From an optimization exercise on the open Yosys and OpenROAD flow, aimed at small area and a short achievable clock period; shortcuts taken in it are not production practice.
At most, simulation tests tie the RTL to the original design; equivalence was not proved.
No activity file was given, so power comes from the tool's default toggle rates. The flow treats the clock pin as an ideal source, which a real chip does not have.

== old ==
Design top, start of the top module:
module top(
    clk,
    rst_n,
    ifm0,
    ifm1,
    ifm2,
    ifm0_en,
    ifm1_en,
    ifm2_en,
    w0,
    w1,
    w2,
    w0_en,
    w1_en,
    w2_en,
    obf0_rd_en,
    obf1_rd_en,
    obf2_rd_en,
    obf0_empty,
    obf1_empty,
    obf2_empty,
    obf0_full,
    obf1_full,
    obf2_full,
    obf0_err,
    obf1_err,
    obf2_err,
    obf0_out,
    obf1_out,
    obf2_out
);
==> flow/config.mk <==
export PLATFORM = sky130hd
export DESIGN_NAME = top
export DESIGN_NICKNAME = top
export VERILOG_FILES = /design/flow/design.v
export SDC_FILE = /design/flow/constraint.sdc
export NUM_CORES = 4
export LEC_CHECK = 0
export CAP_MARGIN = 20
export CORE_MARGIN = 2
export CORE_UTILIZATION = 40
export CTS_CLUSTER_DIAMETER = 100
export CTS_CLUSTER_SIZE = 30
export PLACE_DENSITY = 0.6
export SETUP_SLACK_MARGIN = 2.7
export SLEW_MARGIN = 20
==> flow/constraint.sdc <==
create_clock -name core_clock -period 5.0 [get_ports {clk}]
set_input_delay 1.0000 -clock core_clock [delete_from_list [all_inputs] [get_ports {clk}]]
set_output_delay 1.0000 -clock core_clock [all_outputs]
set_load 0.01 [all_outputs]
standard.sh (not shown) runs the stock make flow with config.mk's settings and CLKGATE_MAP_FILE= SYNTH_SCRIPT=/design/flow/synth_recipe.tcl, a recipe that flattens the netlist after the stock synthesis.
==> flow/flow/run.sh <==
#!/bin/bash
# Layout flow: the standard flow (standard.sh), with two changes:
#  - the port buffers start as buf_2 (repair may still resize them),
#  - clock tree synthesis inserts no dummy loads.
# standard.sh's output goes to standard.log in the work folder; ORFS keeps
# each step's full log under orfs/logs/.
cp standard.sh standard_sh.txt
export BUFFER_PORTS_ARGS="-buffer_cell sky130_fd_sc_hd__buf_2"
export CTS_ARGS="-sink_clustering_enable -repair_clock_nets -sink_clustering_size 30 -sink_clustering_max_diameter 100 -dont_use_dummy_load"
bash standard.sh > standard.log 2>&1
What new does differently from old at the input level:
--- a/flow/design.v
+++ b/flow/design.v
@@ -1,19 +1,20 @@
 module PE
 #(parameter DATA_WIDTH=8, parameter EARLY=0)
 (
     input clk,
     input rst_n,
     input en0,                       
     input en1,                       
     input en2,                       
+    input after_reset,               
     input [7:0] data_src,            
     input [7:0] weights_in,          
     output reg [15:0] S,
     output reg [15:0] C,
     output reg ready
 );
 reg [4:0] cnt;
 wire c27 = (cnt == 5'd27);
 always @(posedge clk)
 begin
     if (en0 & ~c27)
@@ -22,35 +23,32 @@
         cnt <= 5'd0;
 end
 wire take_next;
 generate
 if (EARLY) begin : g_early
     assign take_next = en2 & ~(en1 & en0 & (cnt == 5'd25));
 end else begin : g_lag
     assign take_next = en1 & ~(en0 & (cnt == 5'd26));
 end
 endgenerate
 reg [7:0] ag;
-reg clr;
+always @(posedge clk)
+    ag <= data_src & {8{take_next}};
 always @(posedge clk or negedge rst_n)
 begin
-    if (!rst_n) begin
+    if (!rst_n)
         ready <= 1'b0;
-        clr <= 1'b1;
-        ag <= 8'd0;
-    end else begin
+    else
         ready <= c27;
-        clr <= c27;
-        ag <= data_src & {8{take_next}};
-    end
 end
+wire clr = ready | after_reset;
 wire [63:0] pp;
 genvar gi, gj;
 generate
 for (gi = 0; gi < 8; gi = gi + 1) begin : g_pp
     for (gj = 0; gj < 8; gj = gj + 1) begin : g_ppj
         assign pp[gi*8+gj] = ag[gi] & weights_in[gj];
     end
 end
 endgenerate
 wire u1 = pp[6] ^ pp[13];
 wire u2 = pp[6] & pp[13];
@@ -443,38 +441,47 @@
     if (i != 0) begin : g_pad
         assign wdt[3*DW-1:2*DW] = {DW{1'b0}};
         assign fdx[i] = {{DW{1'b0}}, fd, ifm_in[i]};
     end else begin : g_nopad
         assign fdx[i] = {fd, ifm_in[i]};
     end
     assign fe[i] = {fen[i], ifm_en_in[i]};
     assign we[i] = {wen[i], w_en_in[i]};
     assign wd[i] = {wdt, w_in[i]};
 end
 endgenerate
+reg [2:0] rst_hold;
+always @(posedge clk or negedge rst_n)
+begin
+    if (!rst_n)
+        rst_hold <= 3'b111;
+    else
+        rst_hold <= {rst_hold[1:0], 1'b0};
+end
 wire [2*DW-1:0] pe_s [0:8];
 wire [2*DW-1:0] pe_c [0:8];
 wire [8:0] pe_rdy;
 generate
 for (i = 0; i < 3; i = i + 1) begin : g_row
     for (j = 0; j < 3; j = j + 1) begin : g_col
         localparam E = (i > 0) && (j > 0);
         wire e0 = fe[i][j+1] & we[j][i+1];
         wire e1 = fe[i][j] & we[j][i];
         wire e2 = fe[i][E ? j-1 : 0] & we[j][E ? i-1 : 0];
         PE #(.DATA_WIDTH(DW), .EARLY(E)) pe (
             .clk(clk),
             .rst_n(rst_n),
             .en0(e0),
             .en1(e1),
             .en2(e2),
+            .after_reset(rst_hold[2]),
             .data_src(fdx[i][(E ? j-1 : j)*DW +: DW]),
             .weights_in(wd[j][(E ? i : i+1)*DW +: DW]),
             .S(pe_s[3*i+j]),
             .C(pe_c[3*i+j]),
             .ready(pe_rdy[3*i+j])
         );
     end
 end
 endgenerate
 obuffer #(.DATA_WIDTH(DW)) obf0(
     .clk(clk), .rst_n(rst_n),
[summary]
Total clock network power delta (new -> old): insignificant. [new] combinational cell fraction of total power fell 6.5 points relative to old. Summary of new over old: leakage power total +6.4%; power after layout now sits lower; total stage count of the critical path shows a reduction of 2; combinational power down 45%; fraction of area in clock buffers and inverters now sits at about the same level. On new: fraction of final layout cells with drive strength greater than 1 is 4.1 points higher than what old gave.
Only the layout flow was run in new; the RTL was not checked for function there.

top, a different RTL version from the one above (not shown whole).
Size in the first run: ~5,000 cells after synthesis, ~1,500 flip-flops, roughly 120 I/O pins, ~0.065 mm2 of cells after synthesis.
Settings: LEC_CHECK=0, CAP_MARGIN=20, CORE_MARGIN=2, CORE_UTILIZATION=40, CTS_CLUSTER_DIAMETER=100, CTS_CLUSTER_SIZE=30, PLACE_DENSITY=0.6, SETUP_SLACK_MARGIN=2.6, SLEW_MARGIN=20; clock period 5.0 ns.
Scripts as last shown in full above: flow/flow/run.sh
Then changed:
--- a/flow/design.v
+++ b/flow/design.v
@@ -1,18 +1,19 @@
 module PE
 #(parameter DATA_WIDTH=8, parameter EARLY=0)
 (
     input clk,
     input rst_n,
     input en0,                       
     input en1,                       
     input en2,                       
+    input after_reset,               
     input [7:0] data_src,            
     input [7:0] weights_in,          
     output reg [15:0] S,
     output reg [15:0] C,
     output reg ready
 );
 reg [4:0] cnt;
 wire c27 = (cnt == 5'd27);
 always @(posedge clk)
 begin
@@ -23,33 +24,30 @@
 end
 wire take_next;
 generate
 if (EARLY) begin : g_early
     assign take_next = en2 & ~(en1 & en0 & (cnt == 5'd25));
 end else begin : g_lag
     assign take_next = en1 & ~(en0 & (cnt == 5'd26));
 end
 endgenerate
 reg [7:0] ag;
-reg clr;
+always @(posedge clk)
+    ag <= data_src & {8{take_next}};
 always @(posedge clk or negedge rst_n)
 begin
-    if (!rst_n) begin
+    if (!rst_n)
         ready <= 1'b0;
-        clr <= 1'b1;
-        ag <= 8'd0;
-    end else begin
+    else
         ready <= c27;
-        clr <= c27;
-        ag <= data_src & {8{take_next}};
-    end
 end
+wire clr = ready | after_reset;
 wire [63:0] pp;
 genvar gi, gj;
 generate
 for (gi = 0; gi < 8; gi = gi + 1) begin : g_pp
     for (gj = 0; gj < 8; gj = gj + 1) begin : g_ppj
         assign pp[gi*8+gj] = ag[gi] & weights_in[gj];
     end
 end
 endgenerate
 wire u1 = pp[6] ^ pp[13];
@@ -304,33 +302,34 @@
 reg [3:0] wr_addr, count;
 reg ne;
 assign empty = ~ne;
 reg [8:0] rd_oh;                     
 wire any = p0_ready | p1_ready | p2_ready;
 wire two = (p0_ready & p1_ready) | (p0_ready & p2_ready) | (p1_ready & p2_ready);
 wire wr = any & ~full;
 wire rd = rd_en & ~empty;
 wire [DW2-1:0] ss = ({DW2{p0_ready}} & p0_s) | ({DW2{p1_ready}} & p1_s) | ({DW2{p2_ready}} & p2_s);
 wire [DW2-1:0] cc = ({DW2{p0_ready}} & p0_c) | ({DW2{p1_ready}} & p1_c) | ({DW2{p2_ready}} & p2_c);
-reg [DATA_WIDTH:0] plo;
-reg [DATA_WIDTH-1:0] phs, phc;
+localparam LO = 6;                   
+reg [LO:0] plo;
+reg [DW2-LO-1:0] phs, phc;
 reg [3:0] pend_addr;
 reg pend;
 always @(posedge clk)
 begin
-    plo <= ss[DATA_WIDTH-1:0] + cc[DATA_WIDTH-1:0];
-    phs <= ss[DW2-1:DATA_WIDTH];
-    phc <= cc[DW2-1:DATA_WIDTH];
+    plo <= ss[LO-1:0] + cc[LO-1:0];
+    phs <= ss[DW2-1:LO];
+    phc <= cc[DW2-1:LO];
     pend_addr <= wr_addr;
 end
-wire [DATA_WIDTH-1:0] phi = phs + phc + plo[DATA_WIDTH];
-wire [DW2-1:0] pdata = {phi, plo[DATA_WIDTH-1:0]};
+wire [DW2-LO-1:0] phi = phs + phc + plo[LO];
+wire [DW2-1:0] pdata = {phi, plo[LO-1:0]};
 always @(posedge clk)
     if (pend)
         mem[pend_addr] <= pdata;
 wire hit = pend & rd_oh[pend_addr];
 reg [DW2-1:0] rmem;
 integer k;
 always @(*) begin
     rmem = {DW2{1'b0}};
     for (k = 0; k < 9; k = k + 1)
         rmem = rmem | ({DW2{rd_oh[k]}} & mem[k]);
@@ -443,36 +442,45 @@
         assign wdt[3*DW-1:2*DW] = {DW{1'b0}};
         assign fdx[i] = {{DW{1'b0}}, fd, ifm_in[i]};
     end else begin : g_nopad
         assign fdx[i] = {fd, ifm_in[i]};
     end
     assign fe[i] = {fen[i], ifm_en_in[i]};
     assign we[i] = {wen[i], w_en_in[i]};
     assign wd[i] = {wdt, w_in[i]};
 end
 endgenerate
+reg [2:0] rst_hold;
+always @(posedge clk or negedge rst_n)
+begin
+    if (!rst_n)
+        rst_hold <= 3'b111;
+    else
+        rst_hold <= {rst_hold[1:0], 1'b0};
+end
 wire [2*DW-1:0] pe_s [0:8];
 wire [2*DW-1:0] pe_c [0:8];
 wire [8:0] pe_rdy;
 generate
 for (i = 0; i < 3; i = i + 1) begin : g_row
     for (j = 0; j < 3; j = j + 1) begin : g_col
         localparam E = (i > 0) && (j > 0);
         wire e0 = fe[i][j+1] & we[j][i+1];
         wire e1 = fe[i][j] & we[j][i];
         wire e2 = fe[i][E ? j-1 : 0] & we[j][E ? i-1 : 0];
         PE #(.DATA_WIDTH(DW), .EARLY(E)) pe (
             .clk(clk),
             .rst_n(rst_n),
             .en0(e0),
             .en1(e1),
             .en2(e2),
+            .after_reset(rst_hold[2]),
             .data_src(fdx[i][(E ? j-1 : j)*DW +: DW]),
             .weights_in(wd[j][(E ? i : i+1)*DW +: DW]),
             .S(pe_s[3*i+j]),
             .C(pe_c[3*i+j]),
             .ready(pe_rdy[3*i+j])
         );
     end
 end
 endgenerate
 obuffer #(.DATA_WIDTH(DW)) obf0(
Effect: Power decreases by 11%; clock-buffer cell count decreases by 1; register-to-register slack degrades by 0.08 ns; cell count decreases by 0.40%; global-route usage increases by 0.78 points; wire length increases by 3.9%; setup slack degrades by 0.078 ns; area after synthesis decreases by 1.3%; via count increases by 1.5%; core utilization increases by 0.78 points.
No functional check of the RTL was part of the second run of this note.

[what the ideal ports hide]
How much do the figures lean on ideal ports? The routed layouts below were timed once more, with nothing changed but the port constraints. Step 1: set_driving_cell puts a clkbuf_16 on clk and a buf_2 on each other input, an assumption about the parent block. Step 2, shift: input delay + t, output delay - t, t = (earliest + latest rising clock arrival at the registers) / 2. This alone moves slack from input paths to output paths. Three values: no drivers, after step 1, after step 2; two values: the first two.
run	t (ns)	setup WS [ns]	hold WS [ns]	worst register clock-pin slew, ns
old	0.748	2.664 / 2.592 / 2.494	0.172 / 0.150 / 0.406	0.12 / 0.12
new	0.760	2.523 / 2.523 / 2.314	0.320 / 0.289 / 0.363	0.12 / 0.12
the first run of note 2	0.746	2.610 / 2.567 / 2.607	0.183 / 0.157 / 0.361	0.12 / 0.12
the second run of note 2	0.763	2.532 / 2.514 / 2.311	0.353 / 0.297 / 0.353	0.12 / 0.12
After both steps setup and hold are still met in every run listed. The setup slack of the second run of note 2, which loses most, moves by -0.018 ns with the drivers and by -0.221 ns with both steps.
